Source: an optimization exercise on an open RTL-to-GDS flow (aim: small area). Production flows keep margins and buffers that such runs may drop. At most, simulation tests tie the RTL to the original design; equivalence was not proved. No functional check of the RTL was part of run 3. Power is estimated from default activity; no workload was simulated.

==> flow/design.v (outline; a module is shown in full before it is edited, if it fits) <==
// module mac_mult: 1068 lines
// module fa_cell: 9 lines
// module ha_cell: 8 lines
// module booth_sel: 10 lines
// module booth_sel_n: 11 lines
// module booth_sel0: 8 lines
// module FIR_filter: 71 lines
module FIR_filter #(parameter order = 10)(
	input logic clk,
	input logic reset,
	input logic x_valid,
	input logic signed [23:0] x,
	input logic [16*order - 1:0] h,
	output logic signed [39:0] y
);
  // ...
==> flow/flow/run.sh <==
#!/bin/bash
# The standard layout, with three changes to how it is made:
#  - ports are buffered with the smallest buffer (buf_1) instead of the default choice;
#  - before floorplanning, combinational cells that synthesis upsized are set back to their
#    smallest size (downsize.tcl); the flow's timing repair upsizes again where needed;
#  - clock tree synthesis adds no dummy load cells.
# make's full output goes to flow_make.log; each step's log is under orfs/logs/.
set -euo pipefail
here=$(pwd)
bash standard.sh \
  "BUFFER_PORTS_ARGS=-buffer_cell sky130_fd_sc_hd__buf_1" \
  "PRE_FLOORPLAN_TCL=$here/flow/downsize.tcl" \
  "CTS_ARGS=-sink_clustering_enable -repair_clock_nets -sink_clustering_size 20 -sink_clustering_max_diameter 70 -buf_list sky130_fd_sc_hd__clkbuf_8 -dont_use_dummy_load" \
  finish > "$here/flow_make.log" 2>&1
==> flow/flow/downsize.tcl <==
# Set every combinational cell that is not a buffer, delay or clock cell to the smallest
# size of its kind (for example a22oi_2 -> a22oi_1). Sequential cells are left alone.
set db [ord::get_db]
set n 0
foreach inst [[ord::get_db_block] getInsts] {
  set master [$inst getMaster]
  set name [$master getName]
  if { ![regexp {^sky130_fd_sc_hd__([a-z0-9]+)_([0-9]+)$} $name -> base drive] } { continue }
  if { [regexp {^(df|edf|sdf|sedf|dl|clk|buf|dly|conb|tap|fill|decap|diode|probe|lpflow)} $base] } { continue }
  set best $master
  foreach d {0 1 2} {
    set cand [$db findMaster "sky130_fd_sc_hd__${base}_$d"]
    if { $cand ne "NULL" && [$cand getWidth] < [[set best] getWidth] } { set best $cand }
  }
  if { $best ne $master } {
    replace_cell [$inst getName] [$best getName]
    incr n
  }
}
puts "downsize.tcl: resized $n instances"
==> flow/standard.sh <==
#!/bin/bash
# synth_recipe.tcl (not shown) runs the flow's synth.tcl, then flattens the netlist and writes it again
# the make line also repeats each setting of config.mk as NAME=value (left out here)
make -C /OpenROAD-flow-scripts/flow DESIGN_CONFIG=/design/flow/config.mk WORK_HOME=/design/flow/orfs CLKGATE_MAP_FILE= SYNTH_SCRIPT=/design/flow/synth_recipe.tcl "${@:-finish}"
==> flow/config.mk <==
export PLATFORM = sky130hd
export DESIGN_NAME = FIR_filter
export DESIGN_NICKNAME = FIR_filter
export VERILOG_FILES = /design/flow/design.v
export SDC_FILE = /design/flow/constraint.sdc
export NUM_CORES = 4
export LEC_CHECK = 0
export CAP_MARGIN = 0
export CORE_MARGIN = 2
export CORE_UTILIZATION = 60
export CTS_BUF_LIST = sky130_fd_sc_hd__clkbuf_8
export CTS_CLUSTER_DIAMETER = 50
export CTS_CLUSTER_SIZE = 16
export SLEW_MARGIN = 0
export SYNTH_HIERARCHICAL = 1
==> flow/constraint.sdc <==
create_clock -name core_clock -period 10.0 [get_ports {clk}]
set_input_delay 2.0000 -clock core_clock [delete_from_list [all_inputs] [get_ports {clk}]]
set_output_delay 2.0000 -clock core_clock [all_outputs]
set_load 0.01 [all_outputs]
==> reports/summary.txt, run 1 <==
seq_cells: 300
overall overflow remaining after global route: 0
post-route core utilization: 0.686
Detail Route met3 WL: 3.62 mm
multi-input logic portion of the cell area: 0.557
Post-Place Cell Area: 18900 um2
busiest metal layer after global routing: met2
Row Count: 61
final critical-path setup slack: 1.23 ns
Worst-path clk slew: 0.12 ns
total power density per cell area: 201 nW/um2
status: timing/DRC/antenna clean
nature of the critical path endpoint: flip-flop
met3 track demand over resource in global routing: 0.0512
Clk pwr share: 0.143
dpl hpwl: 33.0 mm
reg-to-reg critical path endpoint: acc[26]$_SDFF_PP1_
Clk power: 551 uW
cell with the largest stage delay on the worst path: sky130_fd_sc_hd__o211ai_1
Static Leakage: 0.00896 uW
sequential share of power: 0.399
hold path endpoint: ring[6][20]$_DFF_P_
total inserted antenna cells: 0
gr usage total: 0.302
final setup violation count: 0
DRC violation count after routing: 0
largest registers in the final layout: ring: 216 flops, acc: 40 flops, hold: 24 flops
effective utilization at floorplan: 0.611
number of filler instances in the final layout: 2234
number of cells on the worst reg-to-reg path: 27
final max-slew violation count: 0
ratio of routed vias to standard cells: 6.08
setup repair after global routing missed its margin: false
Resize count post-CTS: 0
CTS Buf Count: 22
IO Count: 227
Gate power share: 0.458
==> inputs of run 2 (changes only) <==
--- a/flow/config.mk
+++ b/flow/config.mk
@@ -10,5 +10,2 @@
 export CORE_UTILIZATION = 60
-export CTS_BUF_LIST = sky130_fd_sc_hd__clkbuf_8
-export CTS_CLUSTER_DIAMETER = 50
-export CTS_CLUSTER_SIZE = 16
 export SLEW_MARGIN = 0
==> run 2 against run 1 <==
  * Utilization unchanged
  * Final area unchanged
  * Fmax unchanged
  * First-iteration DRC count is the same
  * Sequential power is essentially flat
  * Sequential share of layout area did not move
  * Clock skew unchanged
  * Clock power hardly changed
  * Clock-buffer cell count unchanged
  * Via count unchanged
==> reports/summary.txt, run 2 <==
status: timing/DRC/antenna clean (unchanged)
final max-slew violation count: 0 (unchanged)
cell mode on critical path: sky130_fd_sc_hd__fa_2 (unchanged)
Net count, final: 2174 (unchanged)
Most flops, register: ring (unchanged)
count of input and output buffers: 226 (unchanged)
period utilisation layout: 0.877 (unchanged)
via count of the first global-routing pass: 13.1k (unchanged)
Resize count post-CTS: 0 (unchanged)
number of routed nets with antenna violations: 0 (unchanged)
First DRT Iteration DRCs: 1115 (unchanged)
Final Hold Viols: 0 (unchanged)
setup TNS: 0 ns (unchanged)
leading cell type in the layout, fill and taps excluded: sky130_fd_sc_hd__dfxtp_1 (unchanged)
nature of the critical path endpoint: flip-flop (unchanged)
overall die width: 173 um (unchanged)
ratio of routed vias to standard cells: 6.08 (unchanged)
Placed Cells incl. Taps: 2079 (unchanged)
total length of routed wires: 44.6 mm (unchanged)
Worst Clk Skew: 0.103 ns (unchanged)
hold path endpoint: ring[6][20]$_DFF_P_ (unchanged)
total power density per cell area: 201 nW/um2 (unchanged)
vias: 12.8k (unchanged)
number of max-cap violations: 0 (unchanged)
sinks on the clock net: 300 (unchanged)
min-delay src: ring[5][20]$_DFF_P_ (unchanged)
dpl hpwl: 33.0 mm (unchanged)
number of flip-flops in the largest register: 216 (unchanged)
overall overflow remaining after global route: 0 (unchanged)
Static Leakage: 0.00896 uW (unchanged)
maximum level of the CTS H-tree: 1 (unchanged)
count of warnings emitted by yosys: 8 (unchanged)
Worst setup SP type: input pin (unchanged)
clock tree buffer depth: 3 (unchanged)
Row Count: 61 (unchanged)
worst hold slack after final layout: 0.303 ns (unchanged)
DRC violation count after routing: 0 (unchanged)
startpoint-to-endpoint class of the critical path: in2reg (unchanged)
initial antenna violation count: 0 (unchanged)
number of detailed-routing iterations run before antenna repair: 6 (unchanged)
required arrival time at the worst endpoint: 10.45 ns (about the same)
area of the core: 27900 um2 (unchanged)
number of nets in the synthesized netlist: 1892 (unchanged)
largest registers in the final layout: ring: 216 flops, acc: 40 flops, hold: 24 flops (unchanged)
GPL Wtd Cong: 1.03 (unchanged)
effective utilization at floorplan: 0.611 (unchanged)
number of buffer and inverter stages on the critical path: 2 (unchanged)
quantity of hold-fixing buffers added after cts: 0 (unchanged)
post-layout instance count excluding filler cells: 2101 (unchanged)
gr usage total: 0.302 (unchanged)
transition time at the pin with the least slew margin: 1.17 ns (unchanged)
Die Area: 29800 um2 (unchanged)
wire length of the first global-routing pass: 71.7 mm (unchanged)
CTS Buf Count: 22 (unchanged)
post-route core utilization: 0.686 (unchanged)
CTS tree: yes (unchanged)
Cells after Synth: 1443 (unchanged)
number of filler instances in the final layout: 2234 (unchanged)
minimum clock period: 8.77 ns (unchanged)
setup repair after global routing missed its margin: false (unchanged)
worst reg-to-reg setup slack: 1.73 ns (about the same)
largest stage delay on the critical path: 0.53 ns (about the same)
final setup violation count: 0 (unchanged)
Max VDD drop: 0.184 mV (unchanged)
total inserted antenna cells: 0 (unchanged)
maximum fanout encountered on the critical timing path: 24 (unchanged)
register area: 6250 um2 (unchanged)
number of buffers added for setup after CTS: 0 (unchanged)
startpoint of the most critical register-to-register path: k[3]$_DFF_P_ (unchanged)
average wire per standard cell: 21.2 um (unchanged)
worst max-slew margin expressed relative to the limit: 0.202 (unchanged)
share of cells above drive strength 1: 0.0894 (unchanged)
IO Count: 227 (unchanged)
Non-Filler Cell Area, Final: 19200 um2 (unchanged)
crit path DAT: 9.22 ns (about the same)
crit-path leading delay family: adder cells (unchanged)
top library cells by usage in the layout, fill and taps aside: sky130_fd_sc_hd__dfxtp_1, sky130_fd_sc_hd__buf_1, sky130_fd_sc_hd__xor2_1 (unchanged)
worst min-delay path class: reg2reg (unchanged)
Worst-path clk slew: 0.12 ns (about the same)
fmax: 114 MHz (unchanged)
Post-Place Cell Area: 18900 um2 (unchanged)
overall die height: 173 um (unchanged)
number of cells on the worst reg-to-reg path: 27 (unchanged)
largest net degree at the start of global routing: 82 (unchanged)
area used by multi-input combinational logic: 10700 um2 (unchanged)
clock insertion delay at the later pin of the skew report: 0.59 ns (about the same)
number of cells on the worst hold path: 0 (unchanged)
reg-to-reg critical path endpoint: acc[26]$_SDFF_PP1_ (unchanged)
buffer type at the clock tree root: sky130_fd_sc_hd__clkbuf_8 (unchanged)
cell with the largest stage delay on the worst path: sky130_fd_sc_hd__o211ai_1 (unchanged)
==> run 2: metrics by stage <==
step / setup WS (ns) / power (uW)
after CTS: 1.34 / 3860
after global routing: 0.934 / 4140
after global placement: 0.833 / 3230
after floorplan: -0.203 / 2810
after detailed placement: 0.766 / 3300
final: 1.23 / 3850
==> run 2: worst max-delay path by stage <==
stage	cells after the start	start	endpoint	slack, ns
after global placement	26	h[17]	acc[26]$_SDFF_PP1_	0.83
after detailed placement	26	h[17]	acc[26]$_SDFF_PP1_	0.77
final	26	h[17]	acc[26]$_SDFF_PP1_	1.23
after floorplan	23	h[17]	acc[26]$_SDFF_PP1_	-0.20
after global routing	26	h[17]	acc[26]$_SDFF_PP1_	0.93
after CTS	26	h[17]	acc[26]$_SDFF_PP1_	1.34
==> run 2: cell type report <==
class                      instances  share of cell area
clock buffer                      22              0.0158
sequential                       300               0.326
timing repair buffer             290              0.0695
inverter                          37             0.00725
multi-input combinational       1074               0.557
tap                              378              0.0247
==> run 2: routing by layer <==
| layer | part of all wire | track usage | vias to the layer above |
|---|---|---|---|
| li1 | - | - | 5749 |
| met1 | 0.44 | 0.442 | 6369 |
| met2 | 0.46 | 0.470 | 572 |
| met3 | 0.081 | 0.0512 | 89 |
| met4 | 0.023 | 0.0780 | 0 |
| met5 | 0 | 0 | - |
==> run 2: report_power, final <==
part / leakage, uW / switching [uW] / internal [uW] / total (uW)
Sequential: 0.00251 / 105 / 1430 / 1530
Combinational: 0.00630 / 986 / 775 / 1760
Clock: 0.000158 / 354 / 197 / 551
==> module FIR_filter, before the edit <==
module FIR_filter #(parameter order = 10)(
	input logic clk,
	input logic reset,
	input logic x_valid,
	input logic signed [23:0] x,
	input logic [16*order - 1:0] h,
	output logic signed [39:0] y
);
	localparam int R = order - 1;		 
	logic [23:0] ring [0:R - 1];		 
	logic [23:0] hold;			 
	logic [3:0] age;			 
	logic pend;				 
	logic ins;				 
	logic last;				 
	logic [3:0] left;			 
	logic [3:0] nvalid;			 
	logic [3:0] k;				 
	logic use_k;				 
	logic [39:0] acc;
	wire [23:0] tail = ring[R - 1];
	wire [23:0] smp_n = ~(last ? hold : tail);	 
	logic [3:0] age_n, left_n, nvalid_n, k_n;
	logic pend_n, use_n;
	always_comb begin
		if (reset) begin
			pend_n = 1'b0;
			left_n = '0;
			nvalid_n = '0;
			age_n = R - 1;
		end else if (x_valid) begin
			pend_n = 1'b1;
			left_n = order;
			nvalid_n = (nvalid == order) ? nvalid : nvalid + 4'd1;
			age_n = (age == 0) ? R : age;
		end else begin
			pend_n = pend & ~ins;
			left_n = (left != 0) ? left - 4'd1 : left;
			nvalid_n = nvalid;
			if (pend && !ins)
				age_n = (age == 1) ? R : age - 4'd1;	 
			else
				age_n = (age == 0) ? R - 1 : age - 4'd1;	 
		end
		k_n = (left_n == 1) ? 4'd0 : age_n;
		use_n = (left_n != 0) && (k_n < nvalid_n);
	end
	logic [15:0] tap;
	always_comb begin
		tap = '0;
		for (int j = 0; j < order; j++)
			if (use_k && k == j) tap = tap | h[16*j +: 16];
	end
	logic [39:0] sum;
	mac_mult u_mult (.act(left != 0), .a(tap), .bn(smp_n), .acc(acc), .p(sum));
	always_ff @(posedge clk) begin
		ring[0] <= ins ? hold : tail;
		for (int i = 1; i < R; i++) ring[i] <= ring[i - 1];
		if (x_valid) hold <= x;
		acc <= x_valid ? 40'hAAAE000000 : sum;
		k <= k_n;
		use_k <= use_n;
		pend <= pend_n;
		ins <= pend_n && age_n == R;
		last <= left_n == 1;
		left <= left_n;
		nvalid <= nvalid_n;
		age <= age_n;
	end
	assign y = acc;
endmodule
==> inputs of run 3 (changes only) <==
--- a/flow/design.v
+++ b/flow/design.v
@@ -1116,2 +1116,25 @@
 endmodule
+module sel_or10 (
+	input logic [9:0] sel,
+	input logic [9:0] d,
+	output logic y
+);
+	logic n0, n1, n2, n3;
+	aoi222_cell u_a0 (sel[0], d[0], sel[1], d[1], sel[2], d[2], n0);
+	aoi222_cell u_a1 (sel[3], d[3], sel[4], d[4], sel[5], d[5], n1);
+	aoi222_cell u_a2 (sel[6], d[6], sel[7], d[7], sel[8], d[8], n2);
+	assign n3 = ~(sel[9] & d[9]);
+	assign y = ~(n0 & n1 & n2 & n3);
+endmodule
+module aoi222_cell (
+	input logic a1,
+	input logic a2,
+	input logic b1,
+	input logic b2,
+	input logic c1,
+	input logic c2,
+	output logic y
+);
+	assign y = ~((a1 & a2) | (b1 & b2) | (c1 & c2));
+endmodule
 `timescale 1ns/1ps
@@ -1164,8 +1187,13 @@
 	end
+	logic [order - 1:0] sel;		 
+	always_comb
+		for (int j = 0; j < order; j++) sel[j] = use_k && k == j;
 	logic [15:0] tap;
-	always_comb begin
-		tap = '0;
-		for (int j = 0; j < order; j++)
-			if (use_k && k == j) tap = tap | h[16*j +: 16];
+	genvar b;
+	generate
+	for (b = 0; b < 16; b++) begin : tap_mux
+		sel_or10 u_mux (.sel(sel), .d({h[144 + b], h[128 + b], h[112 + b], h[96 + b], h[80 + b],
+			h[64 + b], h[48 + b], h[32 + b], h[16 + b], h[b]}), .y(tap[b]));
 	end
+	endgenerate
 	logic [39:0] sum;
==> run 3 against run 2 <==
  * Combinational power is about 20% higher
  * Still clean
  * Setup slack better by 0.27 ns
  * First-iteration DRC count is 15% higher
  * Highest routed layer unchanged
  * Synthesized cell count is 2.6% lower
  * Final cell count is 1.6% lower
==> reports/summary.txt, run 3 <==
total power density per cell area: 222 nW/um2 (was 201 nW/um2)
minimum clock period: 8.50 ns (was 8.77 ns)
dpl hpwl: 32.2 mm (was 33.0 mm)
final max-slew violation count: 0 (unchanged)
wire length of the first global-routing pass: 69.2 mm (was 71.7 mm)
cell mode on critical path: sky130_fd_sc_hd__fa_2 (unchanged)
Worst-path clk slew: 0.11 ns (was 0.12 ns)
final setup violation count: 0 (unchanged)
reg-to-reg critical path endpoint: acc[35]$_SDFF_PP1_ (was acc[26]$_SDFF_PP1_)
Detail Route met3 WL: 3.63 mm (was 3.62 mm)
ratio of routed vias to standard cells: 6.04 (was 6.08)
leading cell type in the layout, fill and taps excluded: sky130_fd_sc_hd__dfxtp_1 (unchanged)
effective utilization at floorplan: 0.610 (was 0.611)
count of warnings emitted by yosys: 8 (unchanged)
startpoint-to-endpoint class of the critical path: in2reg (unchanged)
crit path DAT: 8.95 ns (was 9.22 ns)
Static Leakage: 0.00890 uW (was 0.00896 uW)
overall die height: 172 um (was 173 um)
count of input and output buffers: 226 (unchanged)
clock insertion delay at the later pin of the skew report: 0.55 ns (was 0.59 ns)
number of cells on the worst reg-to-reg path: 26 (was 27)
Final Hold Viols: 0 (unchanged)
Net Sw Frac: 0.391 (was 0.376)
Die Area: 29600 um2 (was 29800 um2)
worst setup path endpoint: acc[35]$_SDFF_PP1_ (was acc[26]$_SDFF_PP1_)
Critical Path, Cell by Cell: buf_1, a222oi_1, nand4_1, buf_4, nor2_1, a21oi_1, buf_4, o22ai_1, xor2_1, fa_1, fa_1, fa_2, fa_2, fa_2, fa_2, fa_2, a211oi_2, o211a_1, nor3_1, nor3_2, o21ai_1, a21o_1, fa_1, or2_2
total inserted antenna cells: 0 (unchanged)
number of nets in the synthesized netlist: 1855 (was 1892)
overall overflow remaining after global route: 0 (unchanged)
Placed Cells incl. Taps: 2047 (was 2079)
nature of the critical path endpoint: flip-flop (unchanged)
Met1 Wirelength: 19.4 mm (was 19.5 mm)
number of buffer and inverter stages on the critical path: 3 (was 2)
average wire per standard cell: 21.4 um (was 21.2 um)
CTS Buf Count: 21 (was 22)
number of buffers added for setup after CTS: 0 (unchanged)
maximum level of the CTS H-tree: 1 (unchanged)
transition time at the pin with the least slew margin: 1.07 ns (was 1.17 ns)
Max VDD drop: 0.193 mV (was 0.184 mV)
Most flops, register: ring (unchanged)
largest net degree at the start of global routing: 54 (was 82)
status: timing/DRC/antenna clean (unchanged)
first element of the critical path: h[3] (was h[17])
clock tree buffer depth: 3 (unchanged)
largest registers in the final layout: ring: 216 flops, acc: 40 flops, hold: 24 flops (unchanged)
Gate power share: 0.504 (was 0.458)
net load switching power: 1650 uW (was 1450 uW)
Worst setup SP type: input pin (unchanged)
sinks on the clock net: 300 (unchanged)
Row Count: 61 (unchanged)
largest stage delay on the critical path: 0.48 ns (was 0.53 ns)
worst min-delay path class: reg2reg (unchanged)
DRC violation count after routing: 0 (unchanged)
buffer type at the clock tree root: sky130_fd_sc_hd__clkbuf_8 (unchanged)
top layer used by detailed routing: met4 (unchanged)
top library cells by usage in the layout, fill and taps aside: sky130_fd_sc_hd__dfxtp_1, sky130_fd_sc_hd__buf_1, sky130_fd_sc_hd__xor2_1 (unchanged)
CTS tree: yes (unchanged)
logic depth of the worst path, buffers included: 24 (was 26)
GPL Wtd Cong: 0.998 (was 1.03)
worst reg-to-reg setup slack: 1.72 ns (was 1.73 ns)
Met2 Wirelength: 20.1 mm (was 20.4 mm)
gr usage total: 0.303 (was 0.302)
area of the core: 27800 um2 (was 27900 um2)
internal cell power: 2570 uW (was 2400 uW)
via count of the first global-routing pass: 12.5k (was 13.1k)
Cells after Synth: 1406 (was 1443)
share of cells above drive strength 1: 0.0882 (was 0.0894)
Resize count post-CTS: 0 (unchanged)
number of max-cap violations: 0 (unchanged)
startpoint of the most critical register-to-register path: use_k$_DFF_P_ (was k[3]$_DFF_P_)
fmax: 118 MHz (was 114 MHz)
Worst Clk Skew: 0.0616 ns (was 0.103 ns)
quantity of hold-fixing buffers added after cts: 0 (unchanged)
Net count, final: 2141 (was 2174)
required arrival time at the worst endpoint: 10.45 ns (about the same)
IO Count: 227 (unchanged)
maximum fanout encountered on the critical timing path: 29 (was 24)
cell with the largest stage delay on the worst path: sky130_fd_sc_hd__fa_1 (was sky130_fd_sc_hd__o211ai_1)
number of flip-flops in the largest register: 216 (unchanged)
post-route core utilization: 0.685 (was 0.686)
First DRT Iteration DRCs: 1283 (was 1115)
post-layout instance count excluding filler cells: 2068 (was 2101)
sequential share of power: 0.369 (was 0.399)
Clk pwr share: 0.127 (was 0.143)
worst max-slew margin expressed relative to the limit: 0.274 (was 0.202)
setup repair after global routing missed its margin: false (unchanged)
overall die width: 172 um (was 173 um)
number of detailed-routing iterations run before antenna repair: 8 (was 6)
number of routed nets with antenna violations: 0 (unchanged)
number of filler instances in the final layout: 2161 (was 2234)
crit-path leading delay family: adder cells (unchanged)
total length of routed wires: 44.3 mm (was 44.6 mm)
worst hold slack after final layout: 0.253 ns (was 0.303 ns)
period utilisation layout: 0.850 (was 0.877)
initial antenna violation count: 0 (unchanged)
vias: 12.5k (was 12.8k)
[run 3: power groups by stage]
| stage | clock, uW | combinational [uW] | sequential [uW] |
|---|---|---|---|
| after floorplan | 0 | 1550 | 1560 |
| after global placement | 0 | 2050 | 1570 |
| after detailed placement | 0 | 2090 | 1580 |
| after CTS | 560 | 2110 | 1560 |
| after global routing | 595 | 2410 | 1580 |
| final | 535 | 2120 | 1560 |
[run 3: metrics by stage]
| stage | instance area (um2) | setup TNS [ns] | power, uW | setup WS (ns) |
|---|---|---|---|---|
| final | 19000 | 0 | 4210 | 1.50 |
| after detailed placement | 18700 | 0 | 3670 | 0.977 |
| after global routing | 19000 | 0 | 4580 | 1.26 |
| after floorplan | 17000 | -0.256 | 3110 | -0.0971 |
| after global placement | 18700 | 0 | 3630 | 1.11 |
| after CTS | 19000 | 0 | 4230 | 1.61 |
[run 3: routing by layer]
layer	track usage	up-vias
li1	-	5693
met1	0.433	6134
met2	0.478	573
met3	0.0602	98
met4	0.0807	0
met5	0	-
[run 3: area by class of cell]
cell class	instances	area, um2	area share
Clock buffer	21	289	0.0152
Inverter	33	124	0.00651
Multi-Input combinational cell	1050	10600	0.557
Sequential cell	300	6250	0.328
Tap cell	378	473	0.0249
Timing Repair Buffer	286	1300	0.0683
[run 3: how the worst min path moves through the flow]
stage,to,slack (ns),startpoint,cells past startpoint
after floorplan,ring[1][0]$_DFF_P_,0.31,ring[0][0]$_DFF_P_,0
after global placement,ring[8][1]$_DFF_P_,0.31,ring[7][1]$_DFF_P_,0
after detailed placement,ring[2][9]$_DFF_P_,0.31,ring[1][9]$_DFF_P_,0
after CTS,ring[2][19]$_DFF_P_,0.25,ring[1][19]$_DFF_P_,0
after global routing,ring[5][19]$_DFF_P_,0.26,ring[4][19]$_DFF_P_,0
final,ring[2][19]$_DFF_P_,0.25,ring[1][19]$_DFF_P_,0
==> inputs of run 4 (changes only) <==
--- a/flow/design.v
+++ b/flow/design.v
@@ -1161,3 +1161,3 @@
 	wire [23:0] tail = ring[R - 1];
-	wire [23:0] smp_n = ~(last ? hold : tail);	 
+	wire [23:0] smp_n = last ? hold : tail;
 	logic [3:0] age_n, left_n, nvalid_n, k_n;
@@ -1203,3 +1203,3 @@
 		for (int i = 1; i < R; i++) ring[i] <= ring[i - 1];
-		if (x_valid) hold <= x;
+		if (x_valid) hold <= ~x;
 		acc <= x_valid ? 40'hAAAE000000 : sum;
--- a/flow/config.mk
+++ b/flow/config.mk
@@ -9,3 +9,3 @@
 export CORE_MARGIN = 2
-export CORE_UTILIZATION = 60
+export CORE_UTILIZATION = 55
 export SLEW_MARGIN = 0
==> run 4 against run 3 <==
  * Clock skew increased by 0.026 ns
  * Critical path depth fell by 1
  * Non-clock buffer count down 19
  * Utilization shrank 6.4 points
  * Die area grew 9.6%
  * Via count up 2.9%
  * Critical path type is now reg2reg
  * Critical endpoint is now acc[33]$_SDFF_PP1_
  * Largest power group unchanged
==> reports/summary.txt, run 4 <==
status: timing/DRC/antenna clean (unchanged)
Worst Clk Skew: 0.0872 ns (was 0.0616 ns)
total length of routed wires: 48.2 mm (was 44.3 mm)
via count of the first global-routing pass: 13.6k (was 12.5k)
GPL Wtd Cong: 0.973 (was 0.998)
number of filler instances in the final layout: 2528 (was 2161)
final setup violation count: 0 (unchanged)
CTS Buf Count: 23 (was 21)
required arrival time at the worst endpoint: 10.42 ns (was 10.45 ns)
First DRT Iteration DRCs: 1499 (was 1283)
fmax: 117 MHz (was 118 MHz)
number of nets in the synthesized netlist: 1883 (was 1855)
ratio of routed vias to standard cells: 6.13 (was 6.04)
worst min-delay path class: reg2reg (unchanged)
Die Area: 32400 um2 (was 29600 um2)
overall overflow remaining after global route: 0 (unchanged)
dpl hpwl: 34.8 mm (was 32.2 mm)
maximum level of the CTS H-tree: 1 (unchanged)
CTS tree: yes (unchanged)
Max VDD drop: 0.194 mV (was 0.193 mV)
Final Hold Viols: 0 (unchanged)
count of warnings emitted by yosys: 8 (unchanged)
register area: 6250 um2 (about the same)
wire length of the first global-routing pass: 76.4 mm (was 69.2 mm)
number of flip-flops in the largest register: 216 (unchanged)
Net count, final: 2153 (was 2141)
transition time at the pin with the least slew margin: 1.16 ns (was 1.07 ns)
effective utilization at floorplan: 0.557 (was 0.610)
largest net degree at the start of global routing: 81 (was 54)
Worst setup SP type: flip-flop (was input pin)
setup repair after global routing missed its margin: false (unchanged)
number of routed nets with antenna violations: 0 (unchanged)
Static Leakage: 0.00922 uW (was 0.00890 uW)
area used by multi-input combinational logic: 10600 um2 (about the same)
minimum clock period: 8.58 ns (was 8.50 ns)
gr usage total: 0.298 (was 0.303)
hold path endpoint: ring[7][3]$_DFF_P_ (was ring[2][19]$_DFF_P_)
overall die width: 180 um (was 172 um)
top library cells by usage in the layout, fill and taps aside: sky130_fd_sc_hd__dfxtp_1, sky130_fd_sc_hd__buf_1, sky130_fd_sc_hd__xor2_1 (unchanged)
buffer type at the clock tree root: sky130_fd_sc_hd__clkbuf_8 (unchanged)
period utilisation layout: 0.858 (was 0.850)
setup TNS: 0 ns (unchanged)
worst reg-to-reg setup slack: 1.42 ns (was 1.72 ns)
clock insertion delay at the later pin of the skew report: 0.59 ns (was 0.55 ns)
Most flops, register: ring (unchanged)
Post-Place Cell Area: 18700 um2 (about the same)
IO Count: 227 (unchanged)
initial antenna violation count: 1 (was 0)
Worst-path clk slew: 0.11 ns (about the same)
overall die height: 180 um (was 172 um)
share of cells above drive strength 1: 0.0858 (was 0.0882)
number of buffers added for setup after CTS: 0 (unchanged)
Row Count: 64 (was 61)
startpoint-to-endpoint class of the critical path: reg2reg (was in2reg)
largest registers in the final layout: ring: 216 flops, acc: 40 flops, hold: 24 flops (unchanged)
Setup WS pre-CTS: 1.10 ns (was 0.977 ns)
area of the core: 30600 um2 (was 27800 um2)
worst max-slew margin expressed relative to the limit: 0.224 (was 0.274)
min-delay src: ring[6][3]$_DFF_P_ (was ring[1][19]$_DFF_P_)
Cells after Synth: 1434 (was 1406)
number of cells on the worst reg-to-reg path: 23 (was 26)
worst hold slack after final layout: 0.306 ns (was 0.253 ns)
Resize count post-CTS: 0 (unchanged)
final critical-path setup slack: 1.42 ns (was 1.50 ns)
Non-Filler Cell Area, Final: 19000 um2 (about the same)
startpoint of the most critical register-to-register path: use_k$_DFF_P_ (unchanged)
nature of the critical path endpoint: flip-flop (unchanged)
number of max-cap violations: 0 (unchanged)
count of input and output buffers: 226 (unchanged)
sinks on the clock net: 300 (unchanged)
final max-slew violation count: 0 (unchanged)
reg-to-reg critical path endpoint: acc[33]$_SDFF_PP1_ (was acc[35]$_SDFF_PP1_)
quantity of hold-fixing buffers added after cts: 0 (unchanged)
clock tree buffer depth: 3 (unchanged)
total power density per cell area: 293 nW/um2 (was 222 nW/um2)
DRC violation count after routing: 0 (unchanged)
number of cells on the worst hold path: 0 (unchanged)
maximum fanout encountered on the critical timing path: 31 (was 29)
Pwr Total: 5560 uW (was 4210 uW)
number of detailed-routing iterations run before antenna repair: 8 (unchanged)
vias: 12.9k (was 12.5k)
crit path DAT: 9.00 ns (was 8.95 ns)
leading cell type in the layout, fill and taps excluded: sky130_fd_sc_hd__dfxtp_1 (unchanged)
average wire per standard cell: 23.0 um (was 21.4 um)
run 4: routing by layer:
metal,vias up,GRT usage,wire length [um]
met5,-,0,0
met4,0,0.0800,1140
met3,115,0.0584,4650
met2,710,0.458,21200
met1,6332,0.435,21200
li1,5704,-,-
run 4: stage by stage:
step | cells | util
after floorplan | 1434 | -
after global placement | 2075 | 0.611
after detailed placement | 2075 | 0.611
after CTS | 2098 | 0.621
after global routing | 2099 | 0.621
final | 2099 | 0.621
run 4: where the power goes:
group	internal, uW	total, uW	switching, uW
Sequential	1450	1550	101
Clock	206	560	354
Combinational	1570	3450	1880
run 4: worst max-delay path by stage:
stage | from | endpoint | depth (start not counted)
3_5_place_dp | h[96] | acc[36]$_SDFF_PP0_ | 25
2_1_floorplan | h[97] | acc[26]$_SDFF_PP1_ | 22
3_3_place_gp | h[62] | acc[37]$_SDFF_PP1_ | 19
5_1_grt | use_k$_DFF_P_ | acc[33]$_SDFF_PP1_ | 23
6_report | use_k$_DFF_P_ | acc[33]$_SDFF_PP1_ | 23
4_1_cts | use_k$_DFF_P_ | acc[29]$_SDFF_PP1_ | 23
run 4: cell type report:
cell class,count,share of cell area
multi-input combinational,1053,0.556
timing repair buffer,267,0.0609
clock buffer,23,0.0167
tap,396,0.0261
antenna,1,0.000132
inverter,59,0.0117
sequential,300,0.329
run 4: worst max-delay path, cell delays in order (launching register included):
cell,delay (ns)
sky130_fd_sc_hd__dfxtp_1,0.37
sky130_fd_sc_hd__or3b_2,0.51
sky130_fd_sc_hd__nor2_1,0.78
sky130_fd_sc_hd__a222oi_1,0.26
sky130_fd_sc_hd__nand4_1,0.21
sky130_fd_sc_hd__buf_4,0.54
sky130_fd_sc_hd__nor2_1,0.13
sky130_fd_sc_hd__a21oi_2,0.45
sky130_fd_sc_hd__buf_4,0.24
sky130_fd_sc_hd__o22ai_1,0.08
sky130_fd_sc_hd__xor2_1,0.19
sky130_fd_sc_hd__fa_1,0.46
sky130_fd_sc_hd__fa_1,0.53
sky130_fd_sc_hd__fa_1,0.54
sky130_fd_sc_hd__fa_1,0.46
sky130_fd_sc_hd__ha_1,0.34
sky130_fd_sc_hd__nand4_1,0.18
sky130_fd_sc_hd__a2111oi_0,0.66
sky130_fd_sc_hd__nand3_1,0.24
sky130_fd_sc_hd__nand3_1,0.30
sky130_fd_sc_hd__a21o_1,0.16
sky130_fd_sc_hd__a21o_1,0.12
sky130_fd_sc_hd__fa_1,0.39
sky130_fd_sc_hd__or2_2,0.27
==> inputs of run 5 (changes only) <==
--- a/flow/config.mk
+++ b/flow/config.mk
@@ -9,3 +9,3 @@
 export CORE_MARGIN = 2
-export CORE_UTILIZATION = 55
+export CORE_UTILIZATION = 70
 export SLEW_MARGIN = 0
==> run 5 against run 4 <==
  * Critical path type is now in2reg
  * Via count rose by 1.3%
  * Largest cell class unchanged
  * Utilization rose by 16 points
  * Still clean on timing, DRC and antenna
  * First-iteration DRC count rose by 16%
  * Synthesized cell count did not move
  * Setup slack got worse by 0.16 ns
  * Highest routed layer unchanged
  * Sequential share of layout area rose by 0.26 points
  * Non-clock buffer count fell by 2
  * Global-route usage rose by 5.7 points
==> reports/summary.txt, run 5 <==
total length of routed wires: 45.7 mm (was 48.2 mm)
Resize count post-CTS: 0 (unchanged)
DRC violation count after routing: 0 (unchanged)
Placed Cells incl. Taps: 2001 (was 2075)
clock tree buffer depth: 3 (unchanged)
Final Hold Viols: 0 (unchanged)
status: timing/DRC/antenna clean (unchanged)
minimum clock period: 8.74 ns (was 8.58 ns)
gr usage total: 0.355 (was 0.298)
Worst-path clk slew: 0.11 ns (about the same)
final critical-path setup slack: 1.26 ns (was 1.42 ns)
First DRT Iteration DRCs: 1737 (was 1499)
maximum fanout encountered on the critical timing path: 15 (was 31)
number of flip-flops in the largest register: 216 (unchanged)
top library cells by usage in the layout, fill and taps aside: sky130_fd_sc_hd__dfxtp_1, sky130_fd_sc_hd__buf_1, sky130_fd_sc_hd__xor2_1 (unchanged)
Setup WS pre-CTS: 0.837 ns (was 1.10 ns)
Worst setup SP type: input pin (was flip-flop)
GPL Wtd Cong: 0.993 (was 0.973)
period utilisation layout: 0.874 (was 0.858)
setup TNS: 0 ns (unchanged)
number of nets in the synthesized netlist: 1883 (unchanged)
Non-Filler Cell Area, Final: 18900 um2 (was 19000 um2)
CTS tree: yes (unchanged)
Max VDD drop: 0.254 mV (was 0.194 mV)
number of buffers added for setup after CTS: 0 (unchanged)
number of detailed-routing iterations run before antenna repair: 11 (was 8)
Net count, final: 2148 (was 2153)
vias: 13.0k (was 12.9k)
overall die width: 160 um (was 180 um)
number of cells on the worst hold path: 0 (unchanged)
CTS Buf Count: 20 (was 23)
Row Count: 57 (was 64)
crit path DAT: 9.17 ns (was 9.00 ns)
Die Area: 25600 um2 (was 32400 um2)
final setup violation count: 0 (unchanged)
setup repair after global routing missed its margin: false (unchanged)
largest registers in the final layout: ring: 216 flops, acc: 40 flops, hold: 24 flops (unchanged)
nature of the critical path endpoint: flip-flop (unchanged)
Post-Place Cell Area: 18600 um2 (was 18700 um2)
effective utilization at floorplan: 0.707 (was 0.557)
final max-slew violation count: 0 (unchanged)
fmax: 114 MHz (was 117 MHz)
count of warnings emitted by yosys: 8 (unchanged)
leading cell type in the layout, fill and taps excluded: sky130_fd_sc_hd__dfxtp_1 (unchanged)
required arrival time at the worst endpoint: 10.44 ns (was 10.42 ns)
maximum level of the CTS H-tree: 1 (unchanged)
largest net degree at the start of global routing: 59 (was 81)
number of cells on the worst reg-to-reg path: 27 (was 23)
total power density per cell area: 297 nW/um2 (was 293 nW/um2)
Cells after Synth: 1434 (unchanged)
number of routed nets with antenna violations: 0 (unchanged)
via count of the first global-routing pass: 13.4k (was 13.6k)
count of input and output buffers: 226 (unchanged)
overall overflow remaining after global route: 0 (unchanged)
post-layout instance count excluding filler cells: 2023 (was 2099)
wire length of the first global-routing pass: 71.4 mm (was 76.4 mm)
dpl hpwl: 33.1 mm (was 34.8 mm)
ratio of routed vias to standard cells: 6.44 (was 6.13)
startpoint-to-endpoint class of the critical path: in2reg (was reg2reg)
area of the core: 24100 um2 (was 30600 um2)
IO Count: 227 (unchanged)
buffer type at the clock tree root: sky130_fd_sc_hd__clkbuf_8 (unchanged)
sinks on the clock net: 300 (unchanged)
worst min-delay path class: reg2reg (unchanged)
Static Leakage: 0.00919 uW (was 0.00922 uW)
transition time at the pin with the least slew margin: 1.26 ns (was 1.16 ns)
clock insertion delay at the later pin of the skew report: 0.56 ns (was 0.59 ns)
average wire per standard cell: 22.6 um (was 23.0 um)
worst max-slew margin expressed relative to the limit: 0.156 (was 0.224)
overall die height: 160 um (was 180 um)
Most flops, register: ring (unchanged)
initial antenna violation count: 2 (was 1)
Worst Clk Skew: 0.0805 ns (was 0.0872 ns)
number of filler instances in the final layout: 1577 (was 2528)
share of cells above drive strength 1: 0.0819 (was 0.0858)
number of max-cap violations: 0 (unchanged)
quantity of hold-fixing buffers added after cts: 0 (unchanged)
-- run 5: metrics by stage --
stage | util | power, uW | hold WS (ns)
floorplan | - | 4200 | 0.310
global placement | 0.770 | 4850 | 0.310
detailed placement | 0.770 | 5020 | 0.312
CTS | 0.782 | 5560 | 0.301
global route | 0.782 | 6090 | 0.305
finish | 0.782 | 5590 | 0.307
-- run 5: final cells by class --
| cell class | instances | area [um2] | area share |
|---|---|---|---|
| well taps | 324 | 405 | 0.0215 |
| inverters | 59 | 221 | 0.0117 |
| repair buffers | 265 | 1140 | 0.0606 |
| flip-flops and latches | 300 | 6250 | 0.331 |
| clock buffers | 20 | 275 | 0.0146 |
| diodes | 2 | 5.00 | 0.000265 |
| multi-input cells | 1053 | 10600 | 0.560 |
-- run 5: path summary, 6_finish.rpt --
kind	startpoint	end	slack [ns]
worst max-delay path	h[49]	acc[36]$_SDFF_PP0_	1.26
worst max register to register	use_k$_DFF_P_	acc[36]$_SDFF_PP0_	1.35
worst min-delay path	ring[0][9]$_DFF_P_	ring[1][9]$_DFF_P_	0.31
worst min register to register	ring[0][9]$_DFF_P_	ring[1][9]$_DFF_P_	0.31
-- run 5: power breakdown --
part           switching, uW  internal [uW]  total, uW
clock network            344            181        525
registers                102           1450       1550
logic                   1920           1590       3520
total                   2370           3220       5590
-- run 5: critical path: stages --
cell and delay (ns):
sky130_fd_sc_hd__buf_1 0.08, sky130_fd_sc_hd__a222oi_1 0.39, sky130_fd_sc_hd__nand4_1 0.34, sky130_fd_sc_hd__xnor2_2 0.85, sky130_fd_sc_hd__nor2_1 0.14, sky130_fd_sc_hd__xor2_1 0.21
sky130_fd_sc_hd__fa_1 0.45, sky130_fd_sc_hd__fa_2 0.36, sky130_fd_sc_hd__fa_2 0.38, sky130_fd_sc_hd__fa_2 0.36, sky130_fd_sc_hd__fa_2 0.35, sky130_fd_sc_hd__fa_2 0.36
sky130_fd_sc_hd__fa_2 0.36, sky130_fd_sc_hd__fa_2 0.40, sky130_fd_sc_hd__a211oi_2 0.29, sky130_fd_sc_hd__o211ai_1 0.25, sky130_fd_sc_hd__nand3_1 0.20, sky130_fd_sc_hd__nand3_1 0.26
sky130_fd_sc_hd__a21bo_1 0.25, sky130_fd_sc_hd__a21o_1 0.19, sky130_fd_sc_hd__fa_1 0.39, sky130_fd_sc_hd__xor2_1 0.18, sky130_fd_sc_hd__nor2b_1 0.13
-- run 5: metal layers --
layer | wire length [um] | track usage | vias to the layer above | share of wire
li1 | - | - | 5694 | -
met1 | 18600 | 0.500 | 6322 | 0.41
met2 | 20200 | 0.532 | 839 | 0.44
met3 | 5420 | 0.0997 | 172 | 0.12
met4 | 1540 | 0.121 | 0 | 0.034
met5 | 0 | 0.0303 | - | 0
==> inputs of run 6 (changes only) <==
--- a/flow/config.mk
+++ b/flow/config.mk
@@ -9,3 +9,3 @@
 export CORE_MARGIN = 2
-export CORE_UTILIZATION = 70
+export CORE_UTILIZATION = 60
 export SLEW_MARGIN = 0
==> run 6 against run 5 <==
  * Still clean on timing, DRC and antenna
  * Fmax shrank 5.1%
  * Combinational power shrank 3%
  * First-iteration DRC count shrank 24%
  * Clock-buffer cell count grew 3
  * Non-clock buffer count grew 3
  * Power shrank 0.83%
  * Critical path type unchanged
  * Utilization shrank 10 points
  * Die area grew 16%
  * Critical path depth shrank 3
  * Synthesized cell count is the same
  * Sequential share of layout area shrank 0.23 points
  * Final area grew 0.69%
==> reports/summary.txt, run 6 <==
average wire per standard cell: 21.6 um (was 22.6 um)
number of flip-flops in the largest register: 216 (unchanged)
number of max-cap violations: 0 (unchanged)
count of input and output buffers: 226 (unchanged)
min-delay src: ring[5][17]$_DFF_P_ (was ring[0][9]$_DFF_P_)
First DRT Iteration DRCs: 1323 (was 1737)
leading cell type in the layout, fill and taps excluded: sky130_fd_sc_hd__dfxtp_1 (unchanged)
ratio of routed vias to standard cells: 6.10 (was 6.44)
quantity of hold-fixing buffers added after cts: 0 (unchanged)
effective utilization at floorplan: 0.612 (was 0.707)
vias: 12.7k (was 13.0k)
clock tree buffer depth: 3 (unchanged)
Final Hold Viols: 0 (unchanged)
initial antenna violation count: 0 (was 2)
total inserted antenna cells: 0 (was 2)
crit path DAT: 9.59 ns (was 9.17 ns)
required arrival time at the worst endpoint: 10.39 ns (was 10.44 ns)
minimum clock period: 9.20 ns (was 8.74 ns)
number of cells on the worst reg-to-reg path: 22 (was 27)
number of routed nets with antenna violations: 0 (unchanged)
clock insertion delay at the later pin of the skew report: 0.57 ns (was 0.56 ns)
final max-slew violation count: 0 (unchanged)
number of detailed-routing iterations run before antenna repair: 12 (was 11)
share of cells above drive strength 1: 0.0857 (was 0.0819)
Resize count post-CTS: 0 (unchanged)
CTS tree: yes (unchanged)
Max VDD drop: 0.201 mV (was 0.254 mV)
count of warnings emitted by yosys: 8 (unchanged)
Post-Place Cell Area: 18700 um2 (was 18600 um2)
transition time at the pin with the least slew margin: 1.16 ns (was 1.26 ns)
number of nets in the synthesized netlist: 1883 (unchanged)
number of cells on the worst hold path: 0 (unchanged)
top library cells by usage in the layout, fill and taps aside: sky130_fd_sc_hd__dfxtp_1, sky130_fd_sc_hd__buf_1, sky130_fd_sc_hd__xor2_1 (unchanged)
overall die width: 173 um (was 160 um)
worst min-delay path class: reg2reg (unchanged)
maximum fanout encountered on the critical timing path: 12 (was 15)
reg-to-reg critical path endpoint: acc[33]$_SDFF_PP1_ (was acc[36]$_SDFF_PP0_)
Net count, final: 2154 (was 2148)
setup repair after global routing missed its margin: false (unchanged)
largest net degree at the start of global routing: 62 (was 59)
IO Count: 227 (unchanged)
status: timing/DRC/antenna clean (unchanged)
overall overflow remaining after global route: 0 (unchanged)
overall die height: 173 um (was 160 um)
hold path endpoint: ring[6][17]$_DFF_P_ (was ring[1][9]$_DFF_P_)
final setup violation count: 0 (unchanged)
Worst setup SP type: input pin (unchanged)
nature of the critical path endpoint: flip-flop (unchanged)
Static Leakage: 0.00922 uW (was 0.00919 uW)
setup TNS: 0 ns (unchanged)
number of buffers added for setup after CTS: 0 (unchanged)
CTS Buf Count: 23 (was 20)
largest registers in the final layout: ring: 216 flops, acc: 40 flops, hold: 24 flops (unchanged)
Worst-path clk slew: 0.11 ns (about the same)
Worst Clk Skew: 0.0670 ns (was 0.0805 ns)
startpoint-to-endpoint class of the critical path: in2reg (unchanged)
Pwr Total: 5540 uW (was 5590 uW)
Die Area: 29800 um2 (was 25600 um2)
Row Count: 61 (was 57)
period utilisation layout: 0.920 (was 0.874)
dpl hpwl: 33.2 mm (was 33.1 mm)
Cells after Synth: 1434 (unchanged)
worst max-slew margin expressed relative to the limit: 0.203 (was 0.156)
total length of routed wires: 44.9 mm (was 45.7 mm)
buffer type at the clock tree root: sky130_fd_sc_hd__clkbuf_8 (unchanged)
Non-Filler Cell Area, Final: 19000 um2 (was 18900 um2)
startpoint of the most critical register-to-register path: k[0]$_DFF_P_ (was use_k$_DFF_P_)
GPL Wtd Cong: 1.16 (was 0.993)
worst reg-to-reg setup slack: 1.41 ns (was 1.35 ns)
via count of the first global-routing pass: 13.0k (was 13.4k)
Most flops, register: ring (unchanged)
fmax: 109 MHz (was 114 MHz)
total power density per cell area: 292 nW/um2 (was 297 nW/um2)
gr usage total: 0.302 (was 0.355)
first element of the critical path: h[101] (was h[49])
DRC violation count after routing: 0 (unchanged)
sinks on the clock net: 300 (unchanged)
maximum level of the CTS H-tree: 1 (unchanged)
wire length of the first global-routing pass: 71.7 mm (was 71.4 mm)
area of the core: 27900 um2 (was 24100 um2)
run 6: area by class of cell:
class,instances,area (um2)
repair buffers,268,1160
inverters,59,221
flip-flops and latches,300,6250
well taps,378,473
clock buffers,23,317
multi-input cells,1053,10600
fillers,2165,8880
run 6: worst max path at each step:
stage | endpoint | slack, ns | cells past startpoint
final | acc[33]$_SDFF_PP1_ | 0.80 | 20
after floorplan | acc[26]$_SDFF_PP1_ | -0.006 | 22
after global routing | acc[33]$_SDFF_PP1_ | 0.63 | 20
after global placement | acc[37]$_SDFF_PP1_ | 0.43 | 20
after CTS | acc[33]$_SDFF_PP1_ | 0.92 | 20
after detailed placement | acc[35]$_SDFF_PP1_ | 0.38 | 20
run 6: where the power goes:
| part | leakage (uW) | internal [uW] | switching, uW |
|---|---|---|---|
| sequential | 0.00251 | 1450 | 103 |
| combinational | 0.00655 | 1570 | 1860 |
| clock | 0.000165 | 206 | 357 |
run 6: critical path, stage by stage:
cell and delay [ns]:
sky130_fd_sc_hd__buf_1 0.09, sky130_fd_sc_hd__a222oi_1 0.39, sky130_fd_sc_hd__nand4_1 0.48, sky130_fd_sc_hd__xnor2_2 0.83, sky130_fd_sc_hd__buf_4 0.34, sky130_fd_sc_hd__o22ai_1 0.11
sky130_fd_sc_hd__xor2_1 0.18, sky130_fd_sc_hd__fa_1 0.43, sky130_fd_sc_hd__fa_1 0.48, sky130_fd_sc_hd__fa_1 0.50, sky130_fd_sc_hd__fa_1 0.54, sky130_fd_sc_hd__ha_1 0.33
sky130_fd_sc_hd__nand4_1 0.24, sky130_fd_sc_hd__a2111oi_0 1.04, sky130_fd_sc_hd__nand3_1 0.29, sky130_fd_sc_hd__nand3_1 0.35, sky130_fd_sc_hd__a21o_1 0.16, sky130_fd_sc_hd__a21o_1 0.12
sky130_fd_sc_hd__fa_1 0.39, sky130_fd_sc_hd__or2_2 0.27
run 6: metrics by stage:
stage | setup WS [ns] | utilization | hold slack, ns | instances
floorplan | -0.00595 | - | 0.310 | 1434
global placement | 0.434 | 0.670 | 0.310 | 2058
detailed placement | 0.381 | 0.670 | 0.312 | 2058
CTS | 0.922 | 0.681 | 0.268 | 2081
global route | 0.626 | 0.681 | 0.263 | 2081
finish | 0.796 | 0.681 | 0.269 | 2081
run 6: layer usage:
metal	wire [um]	track usage	up-vias
met3	4740	0.0820	84
li1	-	-	5704
met1	19600	0.440	6230
met4	929	0.0751	0
met5	0	0	-
met2	19600	0.449	685
==> inputs of run 7 (changes only) <==
--- a/flow/config.mk
+++ b/flow/config.mk
@@ -9,3 +9,3 @@
 export CORE_MARGIN = 2
-export CORE_UTILIZATION = 60
+export CORE_UTILIZATION = 65
 export SLEW_MARGIN = 0
==> run 7 against run 6 <==
  * First-iteration DRC count up 16%
  * Setup slack worse by 0.11 ns
  * Final area down 0.69%
  * Register-to-register slack worse by 0.48 ns
  * Flip-flop and latch count unchanged
  * Sequential share of layout area up 0.23 points
  * Synthesized cell count unchanged
  * Sequential power about the same
==> reports/summary.txt, run 7 <==
status: timing/DRC/antenna clean (unchanged)
cell with the largest stage delay on the worst path: sky130_fd_sc_hd__xnor2_2 (was sky130_fd_sc_hd__a2111oi_0)
IO Count: 227 (unchanged)
overall die width: 166 um (was 173 um)
Resize count post-CTS: 0 (unchanged)
sinks on the clock net: 300 (unchanged)
worst max-slew margin expressed relative to the limit: 0.0992 (was 0.203)
Static Leakage: 0.00917 uW (was 0.00922 uW)
Placed Cells incl. Taps: 2009 (was 2058)
total power density per cell area: 294 nW/um2 (was 292 nW/um2)
largest stage delay on the critical path: 0.83 ns (was 1.04 ns)
final setup violation count: 0 (unchanged)
average wire per standard cell: 22.5 um (was 21.6 um)
Gate power share: 0.623 (was 0.619)
Post-Place Cell Area: 18600 um2 (was 18700 um2)
Cells after Synth: 1434 (unchanged)
Worst setup SP type: input pin (unchanged)
via count of the first global-routing pass: 13.4k (was 13.0k)
count of warnings emitted by yosys: 8 (unchanged)
CTS tree: yes (unchanged)
net load switching power: 2330 uW (was 2320 uW)
number of detailed-routing iterations run before antenna repair: 15 (was 12)
top library cells by usage in the layout, fill and taps aside: sky130_fd_sc_hd__dfxtp_1, sky130_fd_sc_hd__buf_1, sky130_fd_sc_hd__xor2_1 (unchanged)
share of cells above drive strength 1: 0.0808 (was 0.0857)
number of flip-flops in the largest register: 216 (unchanged)
nature of the critical path endpoint: flip-flop (unchanged)
area of the core: 25900 um2 (was 27900 um2)
crit-path leading delay family: adder cells (unchanged)
period utilisation layout: 0.931 (was 0.920)
leading cell type in the layout, fill and taps excluded: sky130_fd_sc_hd__dfxtp_1 (unchanged)
total length of routed wires: 45.7 mm (was 44.9 mm)
vias: 12.9k (was 12.7k)
transition time at the pin with the least slew margin: 1.35 ns (was 1.16 ns)
Net Sw Frac: 0.420 (was 0.418)
Row Count: 59 (was 61)
setup repair after global routing missed its margin: false (unchanged)
First DRT Iteration DRCs: 1535 (was 1323)
number of buffers added for setup after CTS: 0 (unchanged)
ratio of routed vias to standard cells: 6.36 (was 6.10)
startpoint-to-endpoint class of the critical path: in2reg (unchanged)
Critical Path, Cell by Cell: buf_1, a222oi_1, nand4_1, xnor2_2, buf_4, o22ai_1, xor2_1, fa_1, fa_1, fa_1, fa_1, ha_1, nand4_1, a2111oi_0, nand3_1, nand3_1, nand2_1, o21ai_1, fa_1, or2_2 (was buf_1, a222oi_1, nand4_1, xnor2_2, buf_4, o22ai_1, xor2_1, fa_1, fa_1, fa_1, fa_1, ha_1, nand4_1, a2111oi_0, nand3_1, nand3_1, a21o_1, a21o_1, fa_1, or2_2)
Worst Clk Skew: 0.0732 ns (was 0.0670 ns)
post-route core utilization: 0.728 (was 0.681)
CTS Buf Count: 21 (was 23)
cell mode on critical path: sky130_fd_sc_hd__fa_1 (unchanged)
number of buffer and inverter stages on the critical path: 2 (unchanged)
initial antenna violation count: 0 (unchanged)
Max VDD drop: 0.307 mV (was 0.201 mV)
Most flops, register: ring (unchanged)
worst min-delay path class: reg2reg (unchanged)
area used by multi-input combinational logic: 10600 um2 (about the same)
sequential share of power: 0.279 (was 0.280)
GPL Wtd Cong: 1.14 (was 1.16)
required arrival time at the worst endpoint: 10.45 ns (was 10.39 ns)
minimum clock period: 9.31 ns (was 9.20 ns)
register area: 6250 um2 (unchanged)
maximum level of the CTS H-tree: 1 (unchanged)
gr usage total: 0.333 (was 0.302)
Clk pwr share: 0.098 (was 0.101)
clock insertion delay at the later pin of the skew report: 0.59 ns (was 0.57 ns)
dpl hpwl: 33.3 mm (was 33.2 mm)
Net count, final: 2146 (was 2154)
quantity of hold-fixing buffers added after cts: 0 (unchanged)
Non-Filler Cell Area, Final: 18900 um2 (was 19000 um2)
largest net degree at the start of global routing: 52 (was 62)
Worst-path clk slew: 0.12 ns (was 0.11 ns)
number of routed nets with antenna violations: 0 (unchanged)
total inserted antenna cells: 0 (unchanged)
number of nets in the synthesized netlist: 1883 (unchanged)
number of filler instances in the final layout: 1876 (was 2165)
post-layout instance count excluding filler cells: 2030 (was 2081)
Final Hold Viols: 0 (unchanged)
clock tree buffer depth: 3 (unchanged)
overall overflow remaining after global route: 0 (unchanged)
internal cell power: 3220 uW (was 3230 uW)
maximum fanout encountered on the critical timing path: 13 (was 12)
final max-slew violation count: 0 (unchanged)
crit path DAT: 9.76 ns (was 9.59 ns)
count of input and output buffers: 226 (unchanged)
Die Area: 27500 um2 (was 29800 um2)
largest registers in the final layout: ring: 216 flops, acc: 40 flops, hold: 24 flops (unchanged)
DRC violation count after routing: 0 (unchanged)
fmax: 107 MHz (was 109 MHz)
overall die height: 166 um (was 173 um)
effective utilization at floorplan: 0.658 (was 0.612)
number of max-cap violations: 0 (unchanged)
buffer type at the clock tree root: sky130_fd_sc_hd__clkbuf_8 (unchanged)
wire length of the first global-routing pass: 72.8 mm (was 71.7 mm)
run 7: power by group through the flow:
stage,Sequential [uW],Clock [uW],Combinational (uW)
6_report,1550,541,3460
5_1_grt,1570,598,3950
4_1_cts,1550,557,3450
3_5_place_dp,1580,0,3420
3_3_place_gp,1570,0,3300
2_1_floorplan,1570,0,2630
run 7: worst paths after layout:
path,from,end,slack (ns),cells after the start
max reg2reg,use_k$_DFF_P_,acc[37]$_SDFF_PP1_,0.93,22
min reg2reg,ring[5][0]$_DFF_P_,ring[6][0]$_DFF_P_,0.28,0
min,ring[5][0]$_DFF_P_,ring[6][0]$_DFF_P_,0.28,0
max,h[3],acc[37]$_SDFF_PP1_,0.69,20
run 7: per-layer routing:
layer  global-route usage  routed length, um  vias to the layer above
met3               0.0925               5090                      127
li1                     -                  -                     5687
met5                    0                  0                        -
met1                0.475              19000                     6315
met2                0.504              20400                      776
met4               0.0957               1220                        0
run 7: final cells by class:
class | instances | area share
inverters | 59 | 0.0117
flip-flops and latches | 300 | 0.331
clock buffers | 21 | 0.0153
repair buffers | 262 | 0.0594
multi-input cells | 1053 | 0.560
well taps | 335 | 0.0222
run 7: metrics by stage:
| stage | worst slack, ns | setup TNS (ns) | hold WS (ns) | power (uW) |
|---|---|---|---|---|
| global placement | 0.596 | 0 | 0.310 | 4870 |
| floorplan | -0.00595 | -0.00595 | 0.310 | 4200 |
| finish | 0.686 | 0 | 0.275 | 5550 |
| CTS | 1.08 | 0 | 0.277 | 5560 |
| detailed placement | 0.498 | 0 | 0.312 | 5000 |
| global route | 0.521 | 0 | 0.272 | 6120 |
==> inputs of run 8 (changes only) <==
--- a/flow/config.mk
+++ b/flow/config.mk
@@ -10,2 +10,3 @@
 export CORE_UTILIZATION = 65
+export PLACE_DENSITY = 0.75
 export SLEW_MARGIN = 0
==> run 8 against run 7 <==
  * Largest cell class unchanged
  * Power hardly changed
  * Combinational power hardly changed
  * Global-route usage is 0.34 points higher
  * Setup slack better by 0.040 ns
  * Largest power group unchanged
  * Sequential share of layout area is 0.11 points lower
  * Still clean
  * Via count is 1.4% higher
  * Synthesized cell count stayed put
==> reports/summary.txt, run 8 <==
dpl hpwl: 33.4 mm (was 33.3 mm)
nature of the critical path endpoint: flip-flop (unchanged)
number of filler instances in the final layout: 1873 (was 1876)
crit path DAT: 9.75 ns (was 9.76 ns)
Row Count: 59 (unchanged)
final critical-path setup slack: 0.726 ns (was 0.686 ns)
Most flops, register: ring (unchanged)
CTS tree: yes (unchanged)
overall die width: 166 um (unchanged)
quantity of hold-fixing buffers added after cts: 0 (unchanged)
Resize count post-CTS: 0 (unchanged)
net load switching power: 2320 uW (was 2330 uW)
Gate power share: 0.620 (was 0.623)
Max VDD drop: 0.324 mV (was 0.307 mV)
transition time at the pin with the least slew margin: 1.38 ns (was 1.35 ns)
count of warnings emitted by yosys: 8 (unchanged)
internal cell power: 3230 uW (was 3220 uW)
leading cell type in the layout, fill and taps excluded: sky130_fd_sc_hd__dfxtp_1 (unchanged)
clock insertion delay at the later pin of the skew report: 0.60 ns (was 0.59 ns)
overall overflow remaining after global route: 0 (unchanged)
via count of the first global-routing pass: 13.5k (was 13.4k)
top library cells by usage in the layout, fill and taps aside: sky130_fd_sc_hd__dfxtp_1, sky130_fd_sc_hd__buf_1, sky130_fd_sc_hd__xor2_1 (unchanged)
Setup WS pre-CTS: 0.757 ns (was 0.498 ns)
largest stage delay on the critical path: 1.05 ns (was 0.83 ns)
required arrival time at the worst endpoint: 10.48 ns (was 10.45 ns)
First DRT Iteration DRCs: 1620 (was 1535)
Final Hold Viols: 0 (unchanged)
register area: 6250 um2 (unchanged)
worst hold slack after final layout: 0.266 ns (was 0.275 ns)
overall die height: 166 um (unchanged)
area used by multi-input combinational logic: 10600 um2 (unchanged)
vias: 13.1k (was 12.9k)
Cells after Synth: 1434 (unchanged)
worst min-delay path class: reg2reg (unchanged)
Post-Place Cell Area: 18600 um2 (about the same)
largest registers in the final layout: ring: 216 flops, acc: 40 flops, hold: 24 flops (unchanged)
GPL Wtd Cong: 1.12 (was 1.14)
total inserted antenna cells: 0 (unchanged)
minimum clock period: 9.27 ns (was 9.31 ns)
cell mode on critical path: sky130_fd_sc_hd__fa_1 (unchanged)
Worst setup SP type: flip-flop (was input pin)
Net count, final: 2153 (was 2146)
fmax: 108 MHz (was 107 MHz)
largest net degree at the start of global routing: 43 (was 52)
status: timing/DRC/antenna clean (unchanged)
Worst Clk Skew: 0.0809 ns (was 0.0732 ns)
cell with the largest stage delay on the worst path: sky130_fd_sc_hd__nor3_2 (was sky130_fd_sc_hd__xnor2_2)
IO Count: 227 (unchanged)
ratio of routed vias to standard cells: 6.43 (was 6.36)
Die Area: 27500 um2 (unchanged)
Net Sw Frac: 0.419 (was 0.420)
number of nets in the synthesized netlist: 1883 (unchanged)
number of buffers added for setup after CTS: 0 (unchanged)
maximum level of the CTS H-tree: 1 (unchanged)
initial antenna violation count: 0 (unchanged)
maximum fanout encountered on the critical timing path: 28 (was 13)
clock tree buffer depth: 3 (unchanged)
Worst-path clk slew: 0.12 ns (about the same)
sinks on the clock net: 300 (unchanged)
number of flip-flops in the largest register: 216 (unchanged)
final max-slew violation count: 0 (unchanged)
gr usage total: 0.336 (was 0.333)
Placed Cells incl. Taps: 2014 (was 2009)
buffer type at the clock tree root: sky130_fd_sc_hd__clkbuf_8 (unchanged)
total power density per cell area: 293 nW/um2 (was 294 nW/um2)
average wire per standard cell: 22.7 um (was 22.5 um)
startpoint-to-endpoint class of the critical path: reg2reg (was in2reg)
CTS Buf Count: 23 (was 21)
Static Leakage: 0.00922 uW (was 0.00917 uW)
wire length of the first global-routing pass: 73.6 mm (was 72.8 mm)
effective utilization at floorplan: 0.658 (unchanged)
area of the core: 25900 um2 (unchanged)
number of detailed-routing iterations run before antenna repair: 10 (was 15)
number of max-cap violations: 0 (unchanged)
share of cells above drive strength 1: 0.0846 (was 0.0808)
DRC violation count after routing: 0 (unchanged)
sequential share of power: 0.279 (about the same)
post-layout instance count excluding filler cells: 2037 (was 2030)
Critical Path, Cell by Cell: or3b_2, nor3_2, a222oi_1, nand4_1, buf_4, nor2_1, a21oi_1, buf_4, o22ai_1, xor2_1, fa_1, fa_1, fa_1, fa_1, ha_1, nand4_1, a2111oi_0, nand3_1, nand3_1, nand2_1, o21ai_1, fa_1, or2_2 (was buf_1, a222oi_1, nand4_1, xnor2_2, buf_4, o22ai_1, xor2_1, fa_1, fa_1, fa_1, fa_1, ha_1, nand4_1, a2111oi_0, nand3_1, nand3_1, nand2_1, o21ai_1, fa_1, or2_2)
number of routed nets with antenna violations: 0 (unchanged)
period utilisation layout: 0.927 (was 0.931)
total length of routed wires: 46.2 mm (was 45.7 mm)
Non-Filler Cell Area, Final: 18900 um2 (about the same)
count of input and output buffers: 226 (unchanged)
setup repair after global routing missed its margin: false (unchanged)
worst max-slew margin expressed relative to the limit: 0.0731 (was 0.0992)
final setup violation count: 0 (unchanged)
Clk pwr share: 0.101 (was 0.098)
post-route core utilization: 0.730 (was 0.728)
==> run 8: final cells by class <==
type | count | share of cell area
flip-flops and latches | 300 | 0.330
inverters | 59 | 0.0117
repair buffers | 267 | 0.0612
clock buffers | 23 | 0.0167
well taps | 335 | 0.0222
multi-input cells | 1053 | 0.558
==> run 8: worst max-delay path: cells and delay by family (launching register included) <==
family	cells	cell delay, ns
DFF	1	0.36
buffers and inverters	2	0.87
xor gates and xnor gates	1	0.21
AOI/OAI and AO/OA	5	1.77
adders and majority gates	6	2.84
and+or+nand+nor	9	3.11
==> run 8: power by group through the flow <==
stage / sequential [uW] / clock, uW / combinational, uW
2_1_floorplan: 1570 / 0 / 2630
3_3_place_gp: 1560 / 0 / 3280
3_5_place_dp: 1570 / 0 / 3390
4_1_cts: 1550 / 575 / 3420
5_1_grt: 1570 / 614 / 3890
6_report: 1550 / 559 / 3440
==> run 8: worst paths after layout <==
| path | start | end | slack, ns | depth (start not counted) |
|---|---|---|---|---|
| min reg2reg | ring[6][7]$_DFF_P_ | ring[7][7]$_DFF_P_ | 0.27 | 0 |
| min | ring[6][7]$_DFF_P_ | ring[7][7]$_DFF_P_ | 0.27 | 0 |
| max reg2reg | use_k$_DFF_P_ | acc[37]$_SDFF_PP1_ | 0.73 | 23 |
| max | use_k$_DFF_P_ | acc[37]$_SDFF_PP1_ | 0.73 | 23 |
==> run 8: per-stage QoR <==
step           total power, uW  setup TNS, ns
2_1_floorplan             4200       -0.00595
3_3_place_gp              4840              0
3_5_place_dp              4960              0
4_1_cts                   5550              0
5_1_grt                   6070              0
6_report                  5550              0
==> run 8: metal layers <==
layer,vias up,global-route usage,part of all wire,routed length [um]
met5,-,0.0174,0,0
met4,0,0.115,0.036,1670
met3,162,0.0794,0.11,5150
met2,888,0.497,0.44,20100
met1,6337,0.490,0.42,19200
li1,5703,-,-,-

[static timing again, ports no longer ideal]
Ports are ideal in the flow. The routed layouts listed here were re-timed in OpenROAD. Step 1, drivers: a clkbuf_16 drives clk and a buf_2 each remaining input, both assumed. Step 2 times the ports against the registers' clock, not the clock port: input delays grow and output delays shrink by t, the midpoint of the rising clock arrivals with the driver on. Slacks: no drivers / after step 1 / after step 2; pairs: no drivers / after step 1.
| run | shift t [ns] | setup WS [ns] | clock arrival spread, ns | worst data-port slew with drivers (ns) | cell pins on the clock port's net |
|---|---|---|---|---|---|
| run 1 | 0.590 | 1.234 / 1.263 / 0.673 | 0.103 / 0.103 | 0.06 | 1 |
| run 2 | 0.590 | 1.234 / 1.263 / 0.673 | 0.103 / 0.103 | 0.06 | 1 |
| run 3 | 0.579 | 1.500 / 1.525 / 0.946 | 0.077 / 0.078 | 0.06 | 1 |
| run 4 | 0.590 | 1.423 / 1.423 / 0.949 | 0.087 / 0.088 | 0.08 | 1 |
| run 5 | 0.569 | 1.263 / 1.270 / 0.702 | 0.081 / 0.081 | 0.14 | 1 |
| run 6 | 0.587 | 0.796 / 0.823 / 0.237 | 0.067 / 0.067 | 0.08 | 1 |
| run 7 | 0.601 | 0.686 / 0.711 / 0.109 | 0.073 / 0.073 | 0.05 | 1 |
| run 8 | 0.598 | 0.726 / 0.726 / 0.554 | 0.089 / 0.089 | 0.06 | 1 |
After both steps setup and hold are still met in every run listed. For run 7, which loses most, drivers alone change the setup slack by +0.025 ns; drivers and shift together by -0.577 ns.
